This design comes from an exercise in tuning for small area on the open sky130 flow, not from production work. At most, simulation tests tie the RTL to the original design; equivalence was not proved. The clock input has no modelled driver; a real chip could not lean on it and would need a root buffer or a full tree. Power figures rest on the tool's default switching activity, not on a simulated workload.

run a:
==> flow/design.v <==
module TinyMIPS(
    input wire clk,
    input wire rst,
    input wire [15:0] data_fromRAM,
    output wire wrEn,
    output wire [7:0] addr_toRAM,
    output wire [15:0] data_toRAM
);
    localparam S_WAIT = 3'd0, S_PCUP = 3'd1, S_LDR = 3'd2, S_STW = 3'd3,
               S_EX = 3'd4, S_LDW = 3'd5, S_LDX = 3'd6, S_STX = 3'd7;
    reg [3:0] ph;       
    reg [2:0] st;
    reg [2:0] k;        
    reg [7:0] AR;       
    reg [15:0] T;       
    reg [2:0] Ah;       
    reg c1, c2;         
    reg tdel;           
    reg d0, d1;         
    reg n0;             
    reg fz;             
    reg fl;             
    reg sp;             
    reg [15:0] R [0:7];
    wire [15:0] I = data_fromRAM;
    wire [3:0] op = I[15:12];
    wire [2:0] fB = I[8:6];
    wire [2:0] fC = I[5:3];
    wire g1   = ~st[2];
    wire ex   = (st == S_EX);
    wire pcup = (st == S_PCUP);
    wire wait0= (st == S_WAIT);
    wire ldw  = (st == S_LDW);
    wire ldr  = (st == S_LDR);
    wire stw  = (st == S_STW);
    wire exch = st[2] & st[1];
    wire swst = st[1] & st[0];
    wire oADD = ex & (op == 4'd0);
    wire oADDI= ex & (op == 4'd1);
    wire oMUL = ex & (op == 4'd2);
    wire oSRL = ex & (op == 4'd3);
    wire oLD  = ex & (op == 4'd4);
    wire oST  = ex & (op == 4'd5);
    wire oCP  = ex & (op == 4'd6);
    wire oCPI = ex & (op == 4'd7);
    wire oBR  = ex & (op[3:2] == 2'b10) & (op[1:0] != 2'b11);
    wire oHLT = ex & ((op[3:2] == 2'b11) | (op == 4'd11));
    wire t0 = (ph == 4'd0);
    wire t15 = (ph == 4'd15);
    wire k0 = (k == 3'd0);
    wire cA = (fC == Ah);
    wire bA = (fB == Ah);
    wire useA = oBR | oST | swst | (oMUL & (~k0 | cA));
    wire [2:0] selP = useA ? Ah : fB;
    wire useC = oADD | oSRL | (oMUL & ~cA);
    wire [2:0] selQ = useC ? fC : fB;
    wire P = R[selP][0];
    wire Q = R[selQ][0];
    wire dm = I[ph];
    wire sx6 = (ph >= 4'd5) ? I[5] : dm;
    wire zx6 = (ph < 4'd6) & dm;
    wire zx9 = (ph < 4'd9) & dm;
    wire mcopy = (oMUL & k0) | (oSRL & ~sp);
    wire Tm = mcopy ? P : T[0];
    reg tap;
    always @* begin
        case (k)
            3'd0: tap = Tm;
            3'd1: tap = T[14];
            3'd2: tap = T[12];
            3'd3: tap = T[10];
            3'd4: tap = T[8];
            3'd5: tap = T[6];
            3'd6: tap = T[4];
            default: tap = T[2];
        endcase
    end
    wire D = (cA & bA) ? Tm : Q;
    wire nz = (k == 3'd0) & ~n0;
    wire sv = ~fz & oSRL;
    wire cap0v = oMUL ? D : (sv & fl & ~n0);
    wire cap1v = oMUL ? D : (sv & fl &  n0);
    wire pre0 = sv & ~fl & ~n0;
    wire pre1 = sv & ~fl &  n0;
    wire kmatch = (oMUL | oSRL) & (ph[3:1] == k);
    wire d0n = (kmatch & ~ph[0]) ? cap0v : t0 ? pre0 : d0;
    wire d1n = (kmatch &  ph[0]) ? cap1v : t0 ? pre1 : d1;
    wire term0 = d0n & tap;
    wire term1 = d1n & tdel;
    wire ldst = oLD | oST;
    wire a1 = ((oADD | oADDI | oBR | oCP | (oMUL & ~k0)) & P) | (ldst & Q) | ((exch | pcup) & AR[0]);
    wire b1 = (oADD & Q) | (oBR & ~Q) | (oADDI & sx6) | (ldst & zx6) | (oCPI & zx9) |
              ((ldw | ldr) & dm) | ((oMUL | oSRL) & term0) | (pcup & fl & T[0]);
    wire ci1 = t0 ? (oBR | (pcup & ~fl)) : ((exch & (ph == 4'd8)) | c1);
    wire s1 = a1 ^ b1 ^ ci1;
    wire co1 = (a1 & b1) | (ci1 & (a1 ^ b1));
    wire ci2 = ~t0 & c2;
    wire s2 = s1 ^ term1 ^ ci2;
    wire co2 = (s1 & term1) | (ci2 & (s1 ^ term1));
    wire Tin = mcopy ? P : (ldst | exch) ? s1 : oBR ? sx6 : T[0];
    wire swap = oST | swst;
    wire wen = oADD | oADDI | oCP | oCPI | oMUL | (oSRL & sp) | (ldw & ~t0) | (ldr & t0);
    wire wdat = swap ? R[0][0] : s2;
    integer i;
    always @(posedge clk) begin
        R[0] <= {swap ? P : (wen & (Ah == 3'd0)) ? wdat : R[0][0], R[0][15:1]};
        for (i = 1; i < 8; i = i + 1)
            R[i] <= {((wen | swap) & (Ah == i[2:0])) ? wdat : R[i][0], R[i][15:1]};
        T <= {Tin, T[15:1]};
        c1 <= co1;
        c2 <= co2;
        tdel <= tap;
        d0 <= d0n;
        d1 <= d1n;
        if (oSRL & ~sp) begin
            if (ph == 4'd4) fz <= Q;
            else if (ph >= 4'd6) fz <= fz | Q;
            if (ph == 4'd5) fl <= Q;
            if (ph == 4'd14) fl <= fl | nz;
        end
        if (oBR) fz <= ~t0 & fz | (P ^ Q);
        if (ex & t15 & ~(oSRL & ~sp)) fl <= oBR & cond;
        if (ex & t15) sp <= oSRL & ~sp;
        if (t15 & g1) Ah <= I[11:9];
        if (arsh) AR <= {arin, AR[7:1]};
        if (oSRL & ~sp & (ph < 4'd4)) {k, n0} <= {Q, k, n0} >> 1;
        else if (oSRL & ~sp & (ph == 4'd14)) k <= (fl | nz) ? k : (~k + {2'b00, ~n0});
        else if (ex & t15 & ~(oSRL & ~sp)) begin
            if (oMUL & (k != 3'd7)) k <= k + 3'd1;
            else k <= 3'd0;
        end
    end
    wire ne_all = fz | (P ^ Q);
    wire cond = (op[1:0] == 2'd0) ? ~ne_all : (op[1:0] == 2'd1) ? ~co1 : (co1 & ne_all);
    wire arsh = (g1 & ~ph[3]) | exch;
    wire arin = pcup ? s1 : ~wait0 & T[8];
    always @(posedge clk or posedge rst) begin
        if (rst) begin
            ph <= 4'd0;
            st <= S_WAIT;
        end else begin
            ph <= ph + 4'd1;
            if (ph == 4'd7 && oLD) st <= S_LDX;
            if (ph == 4'd7 && oST) st <= S_STX;
            if (t15) begin
                case (st)
                    S_EX: if (~oHLT & ~(oMUL & (k != 3'd7)) & ~(oSRL & ~sp)) st <= S_PCUP;
                    S_LDX: st <= S_LDW;
                    S_STX: st <= S_STW;
                    S_LDW: st <= S_LDR;
                    default: st <= S_EX;
                endcase
            end
        end
    end
    assign addr_toRAM = AR;
    assign wrEn = stw & t0;
    assign data_toRAM = R[0];
endmodule
export LEC_CHECK = 0
export CAP_MARGIN = 20
export CORE_MARGIN = 2
export CORE_UTILIZATION = 40
export SLEW_MARGIN = 20
create_clock -name core_clock -period 10.0 [get_ports {clk}]
standard.sh (not shown) runs the stock make flow with config.mk's settings and CLKGATE_MAP_FILE= SYNTH_SCRIPT=/design/flow/synth_recipe.tcl, a recipe that flattens the netlist after the stock synthesis.
==> flow/flow/run.sh <==
#!/bin/bash
# The standard ORFS layout (standard.sh) with three changes:
#  - synthesis maps logic with an area-oriented ABC script (flow/synth_area.tcl,
#    flow/area.abc); registers are mapped before ABC, exactly as in the
#    standard synthesis;
#  - ports are buffered with the smallest buffer (buf_1);
#  - the clock tree is a small two-level inverter tree built by
#    flow/cts_manual.tcl in place of TritonCTS (sourced through PRE_CTS_TCL,
#    so the rest of ORFS's CTS step - legalisation, timing repair - still runs).
# Each make step's full output is in orfs/logs; make's own output is in
# standard_sh.log.
set -euo pipefail
here=$(pwd)
export FLOW_SYNTH_TCL="$here/synth_recipe.tcl"
export AREA_ABC_SCRIPT="$here/flow/area.abc"
export BUFFER_PORTS_ARGS="-buffer_cell sky130_fd_sc_hd__buf_1"
export PRE_CTS_TCL="$here/flow/cts_manual.tcl"
sed "s#SYNTH_SCRIPT=[^ ]*#SYNTH_SCRIPT=$here/flow/synth_area.tcl#" standard.sh > standard_area.sh
grep -q "SYNTH_SCRIPT=$here/flow/synth_area.tcl" standard_area.sh
bash standard_area.sh > standard_sh.log 2>&1
Other scripts of this flow, unchanged in this note and not shown: flow/flow/area.abc, flow/flow/cts_manual.tcl, flow/flow/synth_area.tcl
Run a went all the way through the flow, and no timing, DRC or antenna check failed.
Relative to run a, the following input files were edited for run b:
diff --git a/flow/design.v b/flow/design.v
--- a/flow/design.v
+++ b/flow/design.v
@@ -81,9 +81,9 @@
     wire cap0v = oMUL ? D : (sv & fl & ~n0);
     wire cap1v = oMUL ? D : (sv & fl &  n0);
     wire pre0 = sv & ~fl & ~n0;
     wire pre1 = sv & ~fl &  n0;
-    wire kmatch = (oMUL | oSRL) & (ph[3:1] == k);
+    wire kmatch = (ph[3:1] == k);
     wire d0n = (kmatch & ~ph[0]) ? cap0v : t0 ? pre0 : d0;
     wire d1n = (kmatch &  ph[0]) ? cap1v : t0 ? pre1 : d1;
     wire term0 = d0n & tap;
     wire term1 = d1n & tdel;
@@ -98,9 +98,9 @@
     wire s2 = s1 ^ term1 ^ ci2;
     wire co2 = (s1 & term1) | (ci2 & (s1 ^ term1));
     wire Tin = mcopy ? P : (ldst | exch) ? s1 : oBR ? sx6 : T[0];
     wire swap = oST | swst;
-    wire wen = oADD | oADDI | oCP | oCPI | oMUL | (oSRL & sp) | (ldw & ~t0) | (ldr & t0);
+    wire wen = oADD | oADDI | oCP | oCPI | oMUL | (oSRL & sp) | ldw | (ldr & t0);
     wire wdat = swap ? R[0][0] : s2;
     integer i;
     always @(posedge clk) begin
         R[0] <= {swap ? P : (wen & (Ah == 3'd0)) ? wdat : R[0][0], R[0][15:1]};
@@ -111,26 +111,24 @@
         c2 <= co2;
         tdel <= tap;
         d0 <= d0n;
         d1 <= d1n;
-        if (oSRL & ~sp) begin
-            if (ph == 4'd4) fz <= Q;
-            else if (ph >= 4'd6) fz <= fz | Q;
-            if (ph == 4'd5) fl <= Q;
-            if (ph == 4'd14) fl <= fl | nz;
-        end
-        if (oBR) fz <= ~t0 & fz | (P ^ Q);
-        if (ex & t15 & ~(oSRL & ~sp)) fl <= oBR & cond;
-        if (ex & t15) sp <= oSRL & ~sp;
+        if (oBR | srl0) fz <= (~t0 & fz) | (oBR ? (P ^ Q) : (Q & (ph[3] | (ph[2] & (ph[1] | ~ph[0])))));
+        if (srl0 & (ph == 4'd5)) fl <= Q | nz;
+        else if (ex & t15 & ~srl0) fl <= oBR & cond;
+        if (ex & t15) sp <= srl0;
         if (t15 & g1) Ah <= I[11:9];
         if (arsh) AR <= {arin, AR[7:1]};
-        if (oSRL & ~sp & (ph < 4'd4)) {k, n0} <= {Q, k, n0} >> 1;
-        else if (oSRL & ~sp & (ph == 4'd14)) k <= (fl | nz) ? k : (~k + {2'b00, ~n0});
-        else if (ex & t15 & ~(oSRL & ~sp)) begin
-            if (oMUL & (k != 3'd7)) k <= k + 3'd1;
-            else k <= 3'd0;
-        end
+        if (g1) k <= 3'd0;
+        else if (kshift) {k, n0} <= {Q, k, n0} >> 1;
+        else if (kadd) k <= kx + {2'b00, kcin};
     end
+    wire srl0 = oSRL & ~sp;
+    wire kshift = srl0 & (ph < 4'd4);
+    wire kinv = srl0 & ~fl;
+    wire kadd = (srl0 & (ph == 4'd14)) | (oMUL & t15);
+    wire [2:0] kx = kinv ? ~k : k;
+    wire kcin = ~srl0 | (kinv & ~n0);
     wire ne_all = fz | (P ^ Q);
     wire cond = (op[1:0] == 2'd0) ? ~ne_all : (op[1:0] == 2'd1) ? ~co1 : (co1 & ne_all);
     wire arsh = (g1 & ~ph[3]) | exch;
     wire arin = pcup ? s1 : ~wait0 & T[8];
Results
- Between run a and run b, power per cell area increased.
- In run b the sequential share of layout area turned out 0.50 points higher than in run a.
- [compare] base=run a new=run b: worst setup slack lost 0.080 ns; number of cells on the critical path picked up an extra 4; final area lost 1.6%; via count lost 68; total detailed-routing wirelength lost about 2.2%.
- Between run b and run a, the synthesized area per cell is higher for run b.
- Between run b and run a, the clock skew figures differ only marginally.
- Minimum setup slack after placement on run b is behind run a.
The RTL of run b was laid out without a check of its function. In every run of this note, the design's own scripts or RTL, not TritonCTS, make the clock network.

---

trial 34:
Another version of the RTL of TinyMIPS (not shown whole).
Size: about 390 cells after synthesis, about 170 flip-flops, ~43 I/O pins, roughly 5300 um^2 of cells after synthesis.
==> module TinyMIPS, before the edit <==
module TinyMIPS(
    input wire clk,
    input wire rst,
    input wire [15:0] data_fromRAM,
    output wire wrEn,
    output wire [7:0] addr_toRAM,
    output wire [15:0] data_toRAM
);
    localparam S_WAIT = 3'd0, S_PCUP = 3'd1, S_LDR = 3'd2, S_STW = 3'd3,
               S_EX = 3'd4, S_LDW = 3'd5, S_LDX = 3'd6, S_STX = 3'd7;
    reg [3:0] ph;       
    reg [2:0] st;
    reg [2:0] k;        
    reg [7:0] AR;       
    reg [15:0] T;       
    reg [2:0] Ah;       
    reg c1, c2;         
    reg tdel;           
    reg d0, d1;         
    reg n0;             
    reg fz;             
    reg fl;             
    reg sp;             
    reg [15:0] R [0:7];
    wire [15:0] I = data_fromRAM;
    wire [3:0] op = I[15:12];
    wire [2:0] fB = I[8:6];
    wire [2:0] fC = I[5:3];
    wire g1   = ~st[2];
    wire ex   = (st == S_EX);
    wire pcup = (st == S_PCUP);
    wire wait0= (st == S_WAIT);
    wire ldw  = (st == S_LDW);
    wire ldr  = (st == S_LDR);
    wire stw  = (st == S_STW);
    wire exch = st[2] & st[1];
    wire swst = st[1] & st[0];
    wire oADD = ex & (op == 4'd0);
    wire oADDI= ex & (op == 4'd1);
    wire oMUL = ex & (op == 4'd2);
    wire oSRL = ex & (op == 4'd3);
    wire oLD  = ex & (op == 4'd4);
    wire oST  = ex & (op == 4'd5);
    wire oCP  = ex & (op == 4'd6);
    wire oCPI = ex & (op == 4'd7);
    wire oBR  = ex & (op[3:2] == 2'b10) & (op[1:0] != 2'b11);
    wire oHLT = ex & ((op[3:2] == 2'b11) | (op == 4'd11));
    wire t0 = (ph == 4'd0);
    wire t15 = (ph == 4'd15);
    wire k0 = (k == 3'd0);
    wire cA = (fC == Ah);
    wire bA = (fB == Ah);
    wire useA = oBR | oST | swst | (oMUL & (~k0 | cA));
    wire [2:0] selP = useA ? Ah : fB;
    wire useC = oADD | oSRL | (oMUL & ~cA);
    wire [2:0] selQ = useC ? fC : fB;
    wire P = R[selP][0];
    wire Q = R[selQ][0];
    wire dm = I[ph];
    wire sx6 = (ph >= 4'd5) ? I[5] : dm;
    wire zx6 = (ph < 4'd6) & dm;
    wire zx9 = (ph < 4'd9) & dm;
    wire mcopy = (oMUL & k0) | (oSRL & ~sp);
    wire Tm = mcopy ? P : T[0];
    reg tap;
    always @* begin
        case (k)
            3'd0: tap = Tm;
            3'd1: tap = T[14];
            3'd2: tap = T[12];
            3'd3: tap = T[10];
            3'd4: tap = T[8];
            3'd5: tap = T[6];
            3'd6: tap = T[4];
            default: tap = T[2];
        endcase
    end
    wire D = (cA & bA) ? Tm : Q;
    wire nz = (k == 3'd0) & ~n0;
    wire sv = ~fz & oSRL;
    wire cap0v = oMUL ? D : (sv & fl & ~n0);
    wire cap1v = oMUL ? D : (sv & fl &  n0);
    wire pre0 = sv & ~fl & ~n0;
    wire pre1 = sv & ~fl &  n0;
    wire kmatch = (ph[3:1] == k);
    wire d0n = (kmatch & ~ph[0]) ? cap0v : t0 ? pre0 : d0;
    wire d1n = (kmatch &  ph[0]) ? cap1v : t0 ? pre1 : d1;
    wire term0 = d0n & tap;
    wire term1 = d1n & tdel;
    wire ldst = oLD | oST;
    wire a1 = ((oADD | oADDI | oBR | oCP | (oMUL & ~k0)) & P) | (ldst & Q) | ((exch | pcup) & AR[0]);
    wire b1 = (oADD & Q) | (oBR & ~Q) | (oADDI & sx6) | (ldst & zx6) | (oCPI & zx9) |
              ((ldw | ldr) & dm) | ((oMUL | oSRL) & term0) | (pcup & fl & T[0]);
    wire ci1 = t0 ? (oBR | (pcup & ~fl)) : ((exch & (ph == 4'd8)) | c1);
    wire s1 = a1 ^ b1 ^ ci1;
    wire co1 = (a1 & b1) | (ci1 & (a1 ^ b1));
    wire ci2 = ~t0 & c2;
    wire s2 = s1 ^ term1 ^ ci2;
    wire co2 = (s1 & term1) | (ci2 & (s1 ^ term1));
    wire Tin = mcopy ? P : (ldst | exch) ? s1 : oBR ? sx6 : T[0];
    wire swap = oST | swst;
    wire wen = oADD | oADDI | oCP | oCPI | oMUL | (oSRL & sp) | ldw | (ldr & t0);
    wire wdat = swap ? R[0][0] : s2;
    integer i;
    always @(posedge clk) begin
        R[0] <= {swap ? P : (wen & (Ah == 3'd0)) ? wdat : R[0][0], R[0][15:1]};
        for (i = 1; i < 8; i = i + 1)
            R[i] <= {((wen | swap) & (Ah == i[2:0])) ? wdat : R[i][0], R[i][15:1]};
        T <= {Tin, T[15:1]};
        c1 <= co1;
        c2 <= co2;
        tdel <= tap;
        d0 <= d0n;
        d1 <= d1n;
        if (oBR | srl0) fz <= (~t0 & fz) | (oBR ? (P ^ Q) : (Q & (ph[3] | (ph[2] & (ph[1] | ~ph[0])))));
        if (srl0 & (ph == 4'd5)) fl <= Q | nz;
        else if (ex & t15 & ~srl0) fl <= oBR & cond;
        if (g1) sp <= 1'b0;
        else if (ex & t15) sp <= srl0;
        if (t15 & g1) Ah <= I[11:9];
        if (arsh) AR <= {arin, AR[7:1]};
        if (g1) k <= 3'd0;
        else if (kshift) {k, n0} <= {Q, k, n0} >> 1;
        else if (kadd) k <= kx + {2'b00, kcin};
    end
    wire srl0 = oSRL & ~sp;
    wire kshift = srl0 & (ph < 4'd4);
    wire kinv = srl0 & ~fl;
    wire kadd = (srl0 & (ph == 4'd14)) | (oMUL & t15);
    wire [2:0] kx = kinv ? ~k : k;
    wire kcin = ~srl0 | (kinv & ~n0);
    wire ne_all = fz | (P ^ Q);
    wire cond = (op[1:0] == 2'd0) ? ~ne_all : (op[1:0] == 2'd1) ? ~co1 : (co1 & ne_all);
    wire arsh = (g1 & ~ph[3]) | exch;
    wire arin = pcup ? s1 : ~wait0 & T[8];
    always @(posedge clk or posedge rst) begin
        if (rst) begin
            ph <= 4'd0;
            st <= S_WAIT;
        end else begin
            ph <= ph + 4'd1;
            if (ph == 4'd7 && oLD) st <= S_LDX;
            if (ph == 4'd7 && oST) st <= S_STX;
            if (t15) begin
                case (st)
                    S_EX: if (~oHLT & ~(oMUL & (k != 3'd7)) & ~(oSRL & ~sp)) st <= S_PCUP;
                    S_LDX: st <= S_LDW;
                    S_STX: st <= S_STW;
                    S_LDW: st <= S_LDR;
                    default: st <= S_EX;
                endcase
            end
        end
    end
    assign addr_toRAM = AR;
    assign wrEn = stw & t0;
    assign data_toRAM = R[0];
endmodule
clock: 10.0 ns
lec_check: 0
cap_margin: 20
core_margin: 2
core_utilization: 40
slew_margin: 20
Scripts as last shown in full above: flow/flow/run.sh
Other scripts of this flow, unchanged in this note and not shown: flow/flow/area.abc, flow/flow/cts_manual.tcl, flow/flow/synth_area.tcl
### trial 34 -> trial 16
--- a/flow/design.v
+++ b/flow/design.v
@@ -18,5 +18,5 @@
     reg tdel;           
     reg d0, d1;         
-    reg n0;             
+    reg n0b;            
     reg fz;             
     reg fl;             
@@ -49,9 +49,8 @@
     wire t15 = (ph == 4'd15);
     wire k0 = (k == 3'd0);
-    wire cA = (fC == Ah);
-    wire bA = (fB == Ah);
-    wire useA = oBR | oST | swst | (oMUL & (~k0 | cA));
+    wire k7 = (k == 3'd7);
+    wire useA = oBR | oST | swst | (oMUL & ~k0);
     wire [2:0] selP = useA ? Ah : fB;
-    wire useC = oADD | oSRL | (oMUL & ~cA);
+    wire useC = oADD | oSRL | oMUL;
     wire [2:0] selQ = useC ? fC : fB;
     wire P = R[selP][0];
@@ -66,16 +65,17 @@
     always @* begin
         case (k)
-            3'd0: tap = Tm;
-            3'd1: tap = T[14];
-            3'd2: tap = T[12];
-            3'd3: tap = T[10];
-            3'd4: tap = T[8];
-            3'd5: tap = T[6];
-            3'd6: tap = T[4];
-            default: tap = T[2];
+            3'd0: tap = T[2];
+            3'd1: tap = T[4];
+            3'd2: tap = T[6];
+            3'd3: tap = T[8];
+            3'd4: tap = T[10];
+            3'd5: tap = T[12];
+            3'd6: tap = T[14];
+            default: tap = Tm;
         endcase
     end
-    wire D = (cA & bA) ? Tm : Q;
-    wire nz = (k == 3'd0) & ~n0;
+    wire D = Q;
+    wire n0 = ~n0b;
+    wire nz = k7 & n0b;
     wire sv = ~fz & oSRL;
     wire cap0v = oMUL ? D : (sv & fl & ~n0);
@@ -83,5 +83,5 @@
     wire pre0 = sv & ~fl & ~n0;
     wire pre1 = sv & ~fl &  n0;
-    wire kmatch = (ph[3:1] == k);
+    wire kmatch = (ph[3:1] == ~k);
     wire d0n = (kmatch & ~ph[0]) ? cap0v : t0 ? pre0 : d0;
     wire d1n = (kmatch &  ph[0]) ? cap1v : t0 ? pre1 : d1;
@@ -89,8 +89,8 @@
     wire term1 = d1n & tdel;
     wire ldst = oLD | oST;
-    wire a1 = ((oADD | oADDI | oBR | oCP | (oMUL & ~k0)) & P) | (ldst & Q) | ((exch | pcup) & AR[0]);
+    wire a1 = ((oADD | oADDI | oBR | oCP | (oMUL & ~k0 & ~kmatch)) & P) | ((ldst | (oMUL & k0 & ~kmatch)) & Q) | ((exch | pcup) & AR[0]);
     wire b1 = (oADD & Q) | (oBR & ~Q) | (oADDI & sx6) | (ldst & zx6) | (oCPI & zx9) |
               ((ldw | ldr) & dm) | ((oMUL | oSRL) & term0) | (pcup & fl & T[0]);
-    wire ci1 = t0 ? (oBR | (pcup & ~fl)) : ((exch & (ph == 4'd8)) | c1);
+    wire ci1 = t0 ? (oBR | (pcup & ~fl)) : c1;
     wire s1 = a1 ^ b1 ^ ci1;
     wire co1 = (a1 & b1) | (ci1 & (a1 ^ b1));
@@ -108,5 +108,5 @@
             R[i] <= {((wen | swap) & (Ah == i[2:0])) ? wdat : R[i][0], R[i][15:1]};
         T <= {Tin, T[15:1]};
-        c1 <= co1;
+        c1 <= co1 | (ldst & (ph == 4'd7));    
         c2 <= co2;
         tdel <= tap;
@@ -121,13 +121,11 @@
         if (arsh) AR <= {arin, AR[7:1]};
         if (g1) k <= 3'd0;
-        else if (kshift) {k, n0} <= {Q, k, n0} >> 1;
-        else if (kadd) k <= kx + {2'b00, kcin};
+        else if (kshift) {k, n0b} <= {~Q, k};
+        else if (kadd) k <= oMUL ? ky : ~ky;
     end
     wire srl0 = oSRL & ~sp;
     wire kshift = srl0 & (ph < 4'd4);
-    wire kinv = srl0 & ~fl;
-    wire kadd = (srl0 & (ph == 4'd14)) | (oMUL & t15);
-    wire [2:0] kx = kinv ? ~k : k;
-    wire kcin = ~srl0 | (kinv & ~n0);
+    wire kadd = (srl0 & ~(Q | nz) & (ph == 4'd5)) | (oMUL & t15);
+    wire [2:0] ky = k + {2'b00, oMUL | n0b};
     wire ne_all = fz | (P ^ Q);
     wire cond = (op[1:0] == 2'd0) ? ~ne_all : (op[1:0] == 2'd1) ? ~co1 : (co1 & ne_all);
@@ -144,5 +142,5 @@
             if (t15) begin
                 case (st)
-                    S_EX: if (~oHLT & ~(oMUL & (k != 3'd7)) & ~(oSRL & ~sp)) st <= S_PCUP;
+                    S_EX: if (~oHLT & ~(oMUL & ~k7) & ~(oSRL & ~sp)) st <= S_PCUP;
                     S_LDX: st <= S_LDW;
                     S_STX: st <= S_STW;
--- outcome ---
Changes observed in trial 16 relative to trial 34: post-synthesis adder-cell area fraction moved down; xor/xnor share of the synthesized area moved down; final worst-path cycle share moved down. Trial 16 ends up with a combinational power that is 72% higher than in trial 34. As far as arrival time at the worst endpoint is concerned, trial 16 and trial 34 perform about the same. Number of nets produced by synthesis on trial 16 is down relative to trial 34. Per the comparison of trial 16 with trial 34, internal portion of total power now larger; global-route usage now smaller; sequential share of layout area now larger; overall power after layout now larger.
No run of this note takes its clock network from TritonCTS; it comes from the design's own scripts or RTL.

## what the ideal ports hide
How much do the figures lean on ideal ports? The routed layouts below were timed once more, with nothing changed but the port constraints.
Step 1 assumes that a clkbuf_16 drives the clock port and a buf_2 every other input.
Step 2 times the ports against the registers' clock, not the clock port: input delays grow and output delays shrink by t, the midpoint of the rising clock arrivals with the driver on.
a / b / c = ideal / step 1 / step 2; a / b = the first two.
run | shift t [ns] | setup WS [ns] | worst hold slack (ns) | worst setup path after step 2 | latest minus earliest clock arrival (ns)
run a | 0.235 | 2.722 / 2.784 / 2.549 | 0.317 / 0.316 / 0.316 | input to register | 0.023 / 0.024
run b | 0.238 | 2.643 / 2.681 / 2.442 | 0.309 / 0.310 / 0.310 | input to register | 0.021 / 0.021
trial 34 | 0.233 | 2.935 / 3.001 / 2.768 | 0.328 / 0.328 / 0.328 | input to register | 0.023 / 0.024
trial 16 | 0.225 | 2.993 / 3.053 / 2.828 | 0.309 / 0.309 / 0.309 | input to register | 0.021 / 0.021
After both steps every run listed still meets setup and hold. The setup slack of run b, which loses most, moves by +0.038 ns with the drivers and by -0.201 ns with both steps.
